Source: an optimization exercise on an open RTL-to-GDS flow (aim: small area). Production flows keep margins and buffers that such runs may drop.
Only simulation tests tie the RTL to the original design; equivalence was not proved.
Power figures rest on the tool's default switching activity, not on a simulated workload.

==> flow/design.v (outline; a module is shown in full before it is edited, if it fits) <==
// module clk_counter_fc: 28 lines
// module fc_apb: 77 lines
// module fc_module: 277 lines
// module fc_dot: 1775 lines
// module fc_top: 93 lines
module fc_top 
  #(
    parameter integer C_S00_AXIS_TDATA_WIDTH = 32
  )
  (
    input wire CLK,
    input wire RESETN,
    output wire S_AXIS_TREADY,
    input wire [C_S00_AXIS_TDATA_WIDTH-1 : 0] S_AXIS_TDATA,
    input wire [(C_S00_AXIS_TDATA_WIDTH/8)-1 : 0] S_AXIS_TKEEP, 
    input wire S_AXIS_TUSER, 
    input wire S_AXIS_TLAST, 
    input wire S_AXIS_TVALID, 
    input wire M_AXIS_TREADY, 
    output wire M_AXIS_TUSER, 
    output wire [C_S00_AXIS_TDATA_WIDTH-1 : 0] M_AXIS_TDATA, 
    output wire [(C_S00_AXIS_TDATA_WIDTH/8)-1 : 0] M_AXIS_TKEEP, 
    output wire M_AXIS_TLAST, 
    output wire M_AXIS_TVALID, 
    input wire [31:0] PADDR, 
    input wire PENABLE, 
    input wire PSEL, 
    input wire PWRITE, 
    input wire [31:0] PWDATA, 
    output wire [31:0] PRDATA, 
    output wire PREADY, 
    output wire PSLVERR
  );
  // ...
==> flow/flow/run.sh <==
#!/bin/bash
# Layout flow: the standard flow (standard.sh) with three changes.
#  - Synthesis: the standard synthesis script, except that ABC maps the logic
#    with flow/area.abc (area-oriented mapping with don't-care optimisation)
#    instead of ORFS's abc_speed script, and Yosys's generic synth skips its
#    quick ABC pass before full adders are extracted (that pass rewrites the
#    adders' XORs so that the extracted adders need inverters between them).
#    Registers are mapped before the final ABC run, so they are the standard
#    synthesis's.
#  - Clock tree: no dummy loads, clkbuf_4 only, sink clusters of up to 8
#    flip-flops within 40 um.
#  - Port buffers: buf_1.
# make's output goes to make_finish.log; ORFS writes each step's log under orfs/logs.
set -euo pipefail
W=$(pwd)
F=$W/flow
# ORFS's synth.tcl with only the ABC script changed
sed -e 's|^  log_cmd abc {\*}\$abc_args$|  log_cmd abc {*}[lreplace $abc_args 1 1 $::env(FLOW_ABC_SCRIPT)]|' \
  -e 's|^  synth -top \$::env(DESIGN_NAME) -run fine: {\*}\$synth_full_args$|  synth -top $::env(DESIGN_NAME) -run fine: -noabc {*}$synth_full_args|' \
  "$FLOW_HOME/scripts/synth.tcl" > "$W/orfs_synth_area.tcl"
grep -q 'FLOW_ABC_SCRIPT' "$W/orfs_synth_area.tcl"
grep -q 'run fine: -noabc' "$W/orfs_synth_area.tcl"
sed "s|source \$::env(SCRIPTS_DIR)/synth.tcl|source $W/orfs_synth_area.tcl|" \
  "$W/synth_recipe.tcl" > "$W/flow_synth.tcl"
grep -q 'orfs_synth_area.tcl' "$W/flow_synth.tcl"
export FLOW_ABC_SCRIPT=$F/area.abc
CTS="-sink_clustering_enable -repair_clock_nets -dont_use_dummy_load"
CTS="$CTS -buf_list sky130_fd_sc_hd__clkbuf_4 -sink_clustering_size 8 -sink_clustering_max_diameter 40"
bash standard.sh "SYNTH_SCRIPT=$W/flow_synth.tcl" "CTS_ARGS=$CTS" \
  "BUFFER_PORTS_ARGS=-buffer_cell sky130_fd_sc_hd__buf_1" ${FLOW_TARGETS:-finish} > make_finish.log 2>&1
==> flow/flow/area.abc <==
strash
dc2
&get -n
&st
&dch -f
&nf -a
&put
mfs2
&get -n
&st
&dch -f
&nf -a
&put
==> flow/standard.sh <==
#!/bin/bash
# synth_recipe.tcl (not shown) runs the flow's synth.tcl, then flattens the netlist and writes it again
# the make line also repeats each setting of config.mk as NAME=value (left out here)
make -C /OpenROAD-flow-scripts/flow DESIGN_CONFIG=/design/flow/config.mk WORK_HOME=/design/flow/orfs CLKGATE_MAP_FILE= SYNTH_SCRIPT=/design/flow/synth_recipe.tcl "${@:-finish}"
==> flow/config.mk <==
export PLATFORM = sky130hd
export DESIGN_NAME = fc_top
export DESIGN_NICKNAME = fc_top
export VERILOG_FILES = /design/flow/design.v
export SDC_FILE = /design/flow/constraint.sdc
export NUM_CORES = 4
export LEC_CHECK = 0
export CAP_MARGIN = 20
export CORE_MARGIN = 2
export CORE_UTILIZATION = 55
export PLACE_DENSITY = 0.7
export SLEW_MARGIN = 20
==> flow/constraint.sdc <==
create_clock -name core_clock -period 22.0 [get_ports {CLK}]
set_input_delay 4.4000 -clock core_clock [delete_from_list [all_inputs] [get_ports {CLK}]]
set_output_delay 4.4000 -clock core_clock [all_outputs]
set_load 0.01 [all_outputs]
==> summary.txt, run 1 <==
Clock network
  • H-Tree Depth: 5
  • Clock sink count: 3143

Floorplanning
  • Initial Util: 55.3%
  • Die Span Y: 457 um

Placement
  • Final HPWL DP: 149000 um

STA
  • Endpoints failing setup: 0
  • Period utilization: 78.1%
  • Pins Over Slew Limit: 0
  • Worst Tran Pin Value: 1.24 ns
  • WHS: 0.341 ns
  • Final setup margin: 4.82 ns

Min path
  • Hold_sp: u_fc_module.ring3[15][15]$_DFFE_PP_
  • Worst hold path type: reg -> reg

Layout
  • Nets: 6735
  • Final non-filler cell total: 8983
  • Share of cells above drive strength 1: 12.5%
  • Signal buffers share of area: 1.95%
  • Filler cells: 14282

Synth
  • Library cells used by synthesis: 56
  • Count leader, synth: edfxtp_1
  • Top FF cell, synth: edfxtp_1
  • Post-Synth Simple-Gate Area: 4.58%

Global routing
  • Vias in the first global route: 55622
  • GR Util met2: 36.5%
  • First-pass GRT wire length: 367000 um

Critical path
  • Setup crit end kind: flop
  • Startpoint Class: input port

Run
  • Max-cap violations: 0

Drt
  • DRT Pass-1 Iters: 10
  • Routed vias: 55968
  • Met2 routed wirelength: 116000 um
  • Vias per cell: 6.23

Run status
  • Status: finished clean

Power
  • Pwr Total: 10.7 mW
==> run 2: changes to the inputs <==
--- a/flow/config.mk
+++ b/flow/config.mk
@@ -10,2 +10,3 @@
 export CORE_UTILIZATION = 55
+export GPL_TIMING_DRIVEN = 0
 export PLACE_DENSITY = 0.7
==> run 2 against run 1 <==
  * First-iteration DRC count is 1.1% higher
  * Setup slack got worse by 0.77 ns
  * Utilization increased by 1.6 points
  * Maximum frequency fell by 4.3%
  * Sequential share of layout area shrank 2.0 points
  * Clock skew rose by 0.077 ns
  * Critical path type is now reg -> reg
==> summary.txt, run 2 <==
STA
  • RSZ-0062 raised after global routing: false
  • Fmax: 55.7 MHz
  • WHS: 0.332 ns (-0.00936 ns)
  • Period utilization: 81.6% (+3.5 points)
  • Endpoints failing setup: 0 (unchanged)
  • Worst Skew: 0.178 ns
  • Final hold vios: 0
  • Min Tclk post-route: 17.96 ns
  • Final setup margin: 4.04 ns (-0.771 ns)
  • Pins Over Slew Limit: 0 (unchanged)
  • Worst Tran Pin Value: 1.29 ns (+0.0489 ns)
  • Rel. slew slack: 13.8%
  • TNS Setup: 0 ns

Drt
  • Total Wirelength: 255000 um
  • DRT iter0 DRCs: 8527
  • DRC: 0
  • Vias per cell: 6.25 (+0.31%)
  • Drt wl/cell: 28.4 um
  • Post-DRT Antenna Nets: 0
  • DRT Pass-1 Iters: 11 (+1)
  • Routed vias: 56113 (+0.26%)

Layout
  • Share of cells above drive strength 1: 14.2% (+1.7 points)
  • Fin util: 61.6%
  • Filler cells: 13736 (-3.8%)
  • Commonest non-fill, non-tap cell in the layout: edfxtp_1
  • Largest Register: u_fc_module.ring3
  • Most frequent cells in the layout: edfxtp_1 (3051), clkbuf_4 (461), fa_1 (269)
  • Largest register FFs: 1024
  • Final Cell Area: 0.126 mm^2
  • Nets: 6729 (-0.089%)
  • Area grow syn2layout: 11.4%

Run
  • Max-cap violations: 0 (unchanged)

Critical path
  • Worst r2r src: u_fc_module.cnt[3]$_SDFFE_PP0P_
  • Internal reg-to-reg setup slack: 4.04 ns
  • Most frequent CP cell: fa_1
  • Worst Setup EP: u_fc_module.max_idx[4]$_DFFE_PN0P_
  • Worst r2r path cells: 46
  • Critical path start-end classification: reg -> reg
  • Setup crit end kind: flop
  • Reg2Reg Capture Point: u_fc_module.max_idx[4]$_DFFE_PN0P_
  • CP max stage cell: nand2_1
  • CP max stage delay: 1.13 ns
  • CP required: 23.35 ns
  • Critical-path maximum fanout: 26
  • Crit path from: u_fc_module.cnt[3]$_SDFFE_PP0P_
  • CP arrival: 19.30 ns
  • Startpoint Class: flop

Clock network
  • Clock sink count: 3143 (unchanged)
  • Root Buffer: clkbuf_4
  • H-Tree Depth: 5 (unchanged)
  • CTS tree: done
  • CTS buffer count: 461
  • Post-CTS sizing: 0
  • Max clock buf depth: 4
  • Clk latency of the worst-skew pair: 1.48 ns
  • CTS Hold Buffers Added: 0
  • Setup Buffers After CTS: 0
  • CTS clk-pin slew, worst paths: 0.09 ns

Synth
  • FF+latch count, synth: 3143
  • Post-synth EDFFs: 3051
  • Library cells used by synthesis: 56 (unchanged)
  • Syn avg cell area: 20.7 um^2
  • Register area share after synthesis: 83.0%
  • Ranking of synthesized cells by area: edfxtp_1 (81%), fa_1 (4.8%), a222oi_1 (1.7%)
  • Top FF cell, synth: edfxtp_1
  • Yosys top cell area share: 81.0%
  • Count leader, synth: edfxtp_1
  • Yosys warning count: 7
  • Leading area contributor after synthesis: edfxtp_1
  • Post-Syn Instances: 5464
  • Asr flop ratio synth: 2.26%
  • Mapped Area: 0.113 mm^2
  • Top post-synthesis cells by count: edfxtp_1 (3051), fa_1 (269), nand2_1 (222)

Min path
  • Hold_sp: u_fc_module.ring3[4][25]$_DFFE_PP_
  • Worst hold path type: reg -> reg

Placement
  • Final Wtd Congestion: 0.882
  • Dpl cell area: 0.122 mm^2
  • Post-placement worst setup slack: 3.39 ns
  • Port Buf Inserts: 123
  • Final HPWL DP: 163000 um (+9.0%)

Run status
  • Status: finished clean

Global routing
  • Total global-route track usage: 24.2%
  • Largest net degree at the start of global routing: 50
  • First-pass GRT wire length: 369000 um (+0.58%)
  • Vias in the first global route: 56108 (+0.87%)
  • GRT overflow: 0
  • Initial antenna violation count: 22

Floorplanning
  • Initial Util: 55.3% (unchanged)
  • Full die area: 0.209 mm^2
  • IO Count: 183
  • Die Span Y: 457 um (unchanged)
  • Rows: 166
  • Chip Width: 457 um
  • Core area: 0.205 mm^2

Power
  • Worst VDD drop: 0.000154 V
  • Leak Pwr: 37.7 nW
  • Power per standard cell area: 83.0 mW/mm^2
## run 2: cell counts after synthesis
No cell type changed its count.
## run 2: critical path, delay by kind of cell, from the launching register on
| family | cells | cell delay, ns |
|---|---|---|
| DFF | 1 | 0.83 |
| adders and majority gates | 27 | 10.34 |
| buffers and inverters | 3 | 1.19 |
| muxes | 1 | 0.38 |
| and+or+nand+nor | 6 | 1.86 |
| AOI/OAI and AO/OA | 9 | 3.19 |
## run 2: routing by layer
metal | track usage, % | up-vias | share of wire, %
met3 | 5.28 | 717 | 9.7
met4 | 11.1 | 14 | 4.9
met1 | 33.5 | 28521 | 39
li1 | - | 23573 | -
met2 | 37.2 | 3288 | 46
met5 | 0 | - | 0.031
## run 2: kinds of logic after synthesis
| logic type | synth area share, % |
|---|---|
| AO/OA/AOI/OAI | 4.91 |
| XOR/XNOR | 0.267 |
| adder cells (fa/ha/maj) | 5.61 |
| buffers and inverters | 0.455 |
| flip-flops | 83.0 |
| multiplexers | 1.20 |
| other | 0.00664 |
| AND/OR/NAND/NOR | 4.58 |
## run 2: report_power, final
| group | internal (mW) | switching [mW] |
|---|---|---|
| combinational | 0.504 | 0.672 |
| sequential | 6.57 | 0.000157 |
| clock | 0.957 | 1.75 |
| total | 8.03 | 2.43 |
## run 2: final cells by class
cell class	instances	area (um^2)	area share, %
Inverter	115	433	0.344
Tap cell	2688	3360	2.67
Buffer	11	82.6	0.0656
Clock buffer	461	3460	2.75
Timing Repair Buffer	338	5160	4.10
Multi-Input combinational cell	2204	19600	15.6
Antenna cell	18	45.0	0.0358
Sequential cell	3143	93800	74.5
## run 2: how the worst min path moves through the flow
stage                                    endpoint  depth (start not counted)
4_1_cts        u_fc_module.ring3[3][25]$_DFFE_PP_                          0
3_5_place_dp              u_fc_apb.cap[4]$_DFF_P_                          0
2_1_floorplan             u_fc_apb.cap[4]$_DFF_P_                          0
6_report       u_fc_module.ring3[3][25]$_DFFE_PP_                          0
5_1_grt        u_fc_module.ring3[3][25]$_DFFE_PP_                          0
3_3_place_gp              u_fc_apb.cap[4]$_DFF_P_                          0
## run 2: metrics by stage
| step | power, mW | std cells |
|---|---|---|
| detailed placement | 7.88 | 8498 |
| finish | 10.5 | 8978 |
| global placement | 7.83 | 8284 |
| floorplan | 7.41 | 5473 |
| global route | 10.9 | 8969 |
| CTS | 10.5 | 8959 |
==> run 3: changes to the inputs <==
--- a/flow/config.mk
+++ b/flow/config.mk
@@ -9,5 +9,4 @@
 export CORE_MARGIN = 2
-export CORE_UTILIZATION = 55
-export GPL_TIMING_DRIVEN = 0
-export PLACE_DENSITY = 0.7
+export CORE_UTILIZATION = 62
+export PLACE_DENSITY = 0.78
 export SLEW_MARGIN = 20
==> run 3 against run 2 <==
  * Cell area fell by 3.1%
  * Power rose by 1.5%
  * Sequential share of layout area rose by 2.4 points
  * Synthesized area did not move
==> summary.txt, run 3 <==
Run status
  • Status: finished clean

Synth
  • Asr flop ratio synth: 2.26% (unchanged)
  • Mapped Area: 0.113 mm^2 (unchanged)
  • Yosys top cell area share: 81.0% (unchanged)
  • Top post-synthesis cells by count: edfxtp_1 (3051), fa_1 (269), nand2_1 (222)
  • Post-Syn Instances: 5464 (unchanged)
  • Ranking of synthesized cells by area: edfxtp_1 (81%), fa_1 (4.8%), a222oi_1 (1.7%)
  • Yosys warning count: 7 (unchanged)
  • Post-synth EDFFs: 3051 (unchanged)
  • Library cells used by synthesis: 56 (unchanged)
  • Leading area contributor after synthesis: edfxtp_1
  • FF+latch count, synth: 3143 (unchanged)
  • Syn avg cell area: 20.7 um^2 (unchanged)
  • Top FF cell, synth: edfxtp_1
  • Count leader, synth: edfxtp_1
  • Register area share after synthesis: 83.0% (unchanged)

Layout
  • Largest register FFs: 1024 (unchanged)
  • Fin util: 67.5% (+5.9 points)
  • Share of cells above drive strength 1: 12.3% (-1.9 points)
  • Most frequent cells in the layout: edfxtp_1 (3051), clkbuf_4 (459), fa_1 (269)
  • Nets: 6721 (-0.12%)
  • Final Cell Area: 0.122 mm^2 (-3.1%)
  • Commonest non-fill, non-tap cell in the layout: edfxtp_1
  • Area grow syn2layout: 7.95%
  • Final non-filler cell total: 8648 (-3.7%)
  • Largest Register: u_fc_module.ring3

Global routing
  • First-pass GRT wire length: 367000 um (-0.68%)
  • Vias in the first global route: 56555 (+0.80%)
  • Initial antenna violation count: 20 (-9.1%)
  • Largest net degree at the start of global routing: 213 (+330%)
  • GRT overflow: 0 (unchanged)
  • Total global-route track usage: 27.4% (+3.2 points)

Power
  • Power per standard cell area: 87.0 mW/mm^2 (+4.8%)
  • Internal cell power: 8.04 mW (+0.12%)
  • Clock share of power: 25.5% (-0.4 points)
  • Worst VDD drop: 0.000148 V (-3.6%)
  • Comb pwr share: 12.6% (+1.4 points)
  • Pwr Total: 10.6 mW (+1.5%)
  • Sw Pwr: 2.58 mW (+6.3%)
  • Leak Pwr: 36.5 nW (-3.3%)
  • Seq pwr share: 61.9% (-1.0 points)
  • Switching portion of total power: 24.3% (+1.1 points)

STA
  • Final hold vios: 0 (unchanged)
  • WHS: 0.376 ns (+0.0443 ns)
  • Fmax: 58.0 MHz (+4.2%)
  • Period utilization: 78.3% (-3.3 points)
  • Rel. slew slack: 17.8% (+4.0 points)
  • Min Tclk post-route: 17.23 ns (-0.726 ns)
  • Worst Tran Pin Value: 1.23 ns (-0.0593 ns)
  • Final setup margin: 4.77 ns (+0.726 ns)
  • Pins Over Slew Limit: 0 (unchanged)
  • Worst Skew: 0.152 ns (-0.0266 ns)
  • RSZ-0062 raised after global routing: false
  • TNS Setup: 0 ns (unchanged)
  • Endpoints failing setup: 0 (unchanged)

Critical path
  • CP max stage delay: 0.73 ns (-0.40 ns)
  • Critical path start-end classification: in -> reg
  • CP max stage cell: a21oi_1
  • Most frequent CP cell: fa_1
  • CP required: 23.23 ns (-0.12 ns)
  • CP arrival: 18.46 ns (-0.84 ns)
  • Critical-path maximum fanout: 35 (+35%)
  • Setup crit end kind: flop
  • Startpoint Class: input port

Floorplanning
  • Chip Width: 431 um (-5.8%)
  • IO Count: 183 (unchanged)
  • Rows: 156 (-6.0%)
  • Core area: 0.181 mm^2 (-12%)
  • Initial Util: 62.5% (+7.2 points)
  • Die Span Y: 431 um (-5.8%)
  • Full die area: 0.186 mm^2 (-11%)

Clock network
  • Clk latency of the worst-skew pair: 1.46 ns (-0.02 ns)
  • CTS clk-pin slew, worst paths: 0.11 ns (+0.02 ns)
  • Setup Buffers After CTS: 0 (unchanged)
  • H-Tree Depth: 5 (unchanged)
  • Root Buffer: clkbuf_4
  • CTS Hold Buffers Added: 0 (unchanged)
  • CTS tree: done
  • Clock sink count: 3143 (unchanged)
  • CTS buffer count: 459 (-0.43%)
  • Max clock buf depth: 4 (unchanged)
  • Post-CTS sizing: 0 (unchanged)

Drt
  • Total Wirelength: 256000 um (+0.67%)
  • Vias per cell: 6.52 (+4.3%)
  • Routed vias: 56398 (+0.51%)
  • DRT Pass-1 Iters: 9 (-2)
  • Post-DRT Antenna Nets: 0 (unchanged)
  • DRT iter0 DRCs: 9069 (+6.4%)
  • DRC: 0 (unchanged)
  • Drt wl/cell: 29.6 um (+4.5%)

Placement
  • Dpl cell area: 0.118 mm^2 (-3.2%)
  • Placed insts: 8171 (-3.8%)
  • Final HPWL DP: 149000 um (-8.1%)
  • Port Buf Inserts: 123 (unchanged)
  • Final Wtd Congestion: 0.873 (-1.0%)
  • Post-placement worst setup slack: 3.63 ns (+0.241 ns)

Run
  • Max-cap violations: 0 (unchanged)

Min path
  • Worst hold path type: reg -> reg
==> run 3: critical path: cells and delay by family <==
kind,cells,cell delay (ns)
AO/OA/AOI/OAI,6,1.70
adder cells (fa/ha/maj),26,10.17
buffers and inverters,3,0.83
multiplexers,1,0.39
AND/OR/NAND/NOR,5,0.93
==> run 3: per-layer routing <==
| layer | up-vias | global-route usage, % | wire, um | share of wire, % |
|---|---|---|---|---|
| met3 | 771 | 6.65 | 30000 | 12 |
| met5 | - | 0 | 87 | 0.034 |
| met4 | 12 | 13.8 | 13600 | 5.3 |
| met1 | 28191 | 37.6 | 94000 | 37 |
| met2 | 3935 | 41.6 | 119000 | 46 |
| li1 | 23489 | - | - | - |
==> run 3: logic make-up after synthesis <==
logic type	synth area share, %
mux	1.20
other cells	0.00664
compound gates	4.91
flops	83.0
fa+ha+maj	5.61
xor+xnor	0.267
buf+inv	0.455
simple gates	4.58
==> run 3: worst paths after layout <==
kind                            slack (ns)                                       to                                start  depth (start not counted)
worst max-delay path                  4.77       u_fc_module.max_idx[4]$_DFFE_PN0P_                      S_AXIS_TDATA[3]                         41
max in group asynchronous            18.15      u_fc_module.s_ready_reg$_DFFE_PN0P_                               RESETN                          2
worst max register to register        5.07       u_fc_module.max_idx[4]$_DFFE_PN0P_      u_fc_module.cnt[0]$_SDFFE_PP0P_                         47
min in group asynchronous             3.25  u_clk_counter.clk_counter[12]$_DFF_PN0_                               RESETN                          2
worst min register to register        0.38      u_fc_module.ring3[13][14]$_DFFE_PP_  u_fc_module.ring3[14][14]$_DFFE_PP_                          0
worst min-delay path                  0.38      u_fc_module.ring3[13][14]$_DFFE_PP_  u_fc_module.ring3[14][14]$_DFFE_PP_                          0
==> run 3: cell type report <==
class	count	area (um^2)
Sequential cell	3143	93800
Fill cell	11035	58900
Multi-Input combinational cell	2204	19100
Inverter	115	432
Tap cell	2370	2970
Timing Repair Buffer	343	2260
Clock buffer	459	3450
Antenna cell	14	35.0
==> run 3: power groups by stage <==
stage | logic [mW] | clock network [mW] | registers, mW
2_1_floorplan | 0.699 | 0 | 6.71
3_3_place_gp | 1.30 | 0 | 6.71
3_5_place_dp | 1.32 | 0 | 6.71
4_1_cts | 1.33 | 2.76 | 6.58
5_1_grt | 1.41 | 3.00 | 6.58
6_report | 1.33 | 2.71 | 6.58

## re-timing with driven ports
The flow's constraints put no driver on any port. The routed layouts listed below were extracted and timed again, unchanged, in two steps.
Step 1 sets driving cells, clkbuf_16 on the clock port and buf_2 on the other inputs (assumed; they add their load-dependent delay and slew).
Step 2, shift: input delay + t, output delay - t, t = (earliest + latest rising clock arrival at the registers) / 2. This alone moves slack from input paths to output paths.
a / b / c = ideal ports / drivers / drivers and shift; a / b = the first two.
run	shift t [ns]	setup WS [ns]	worst setup path after step 2
run 1	1.463	4.816 / 4.805 / 3.342	input to register
run 2	1.491	4.045 / 4.045 / 3.236	input to register
run 3	1.469	4.771 / 4.808 / 3.339	input to register
After both steps every run listed still meets setup and hold. For run 1, which loses most, drivers alone change the setup slack by -0.011 ns; drivers and shift together by -1.474 ns.
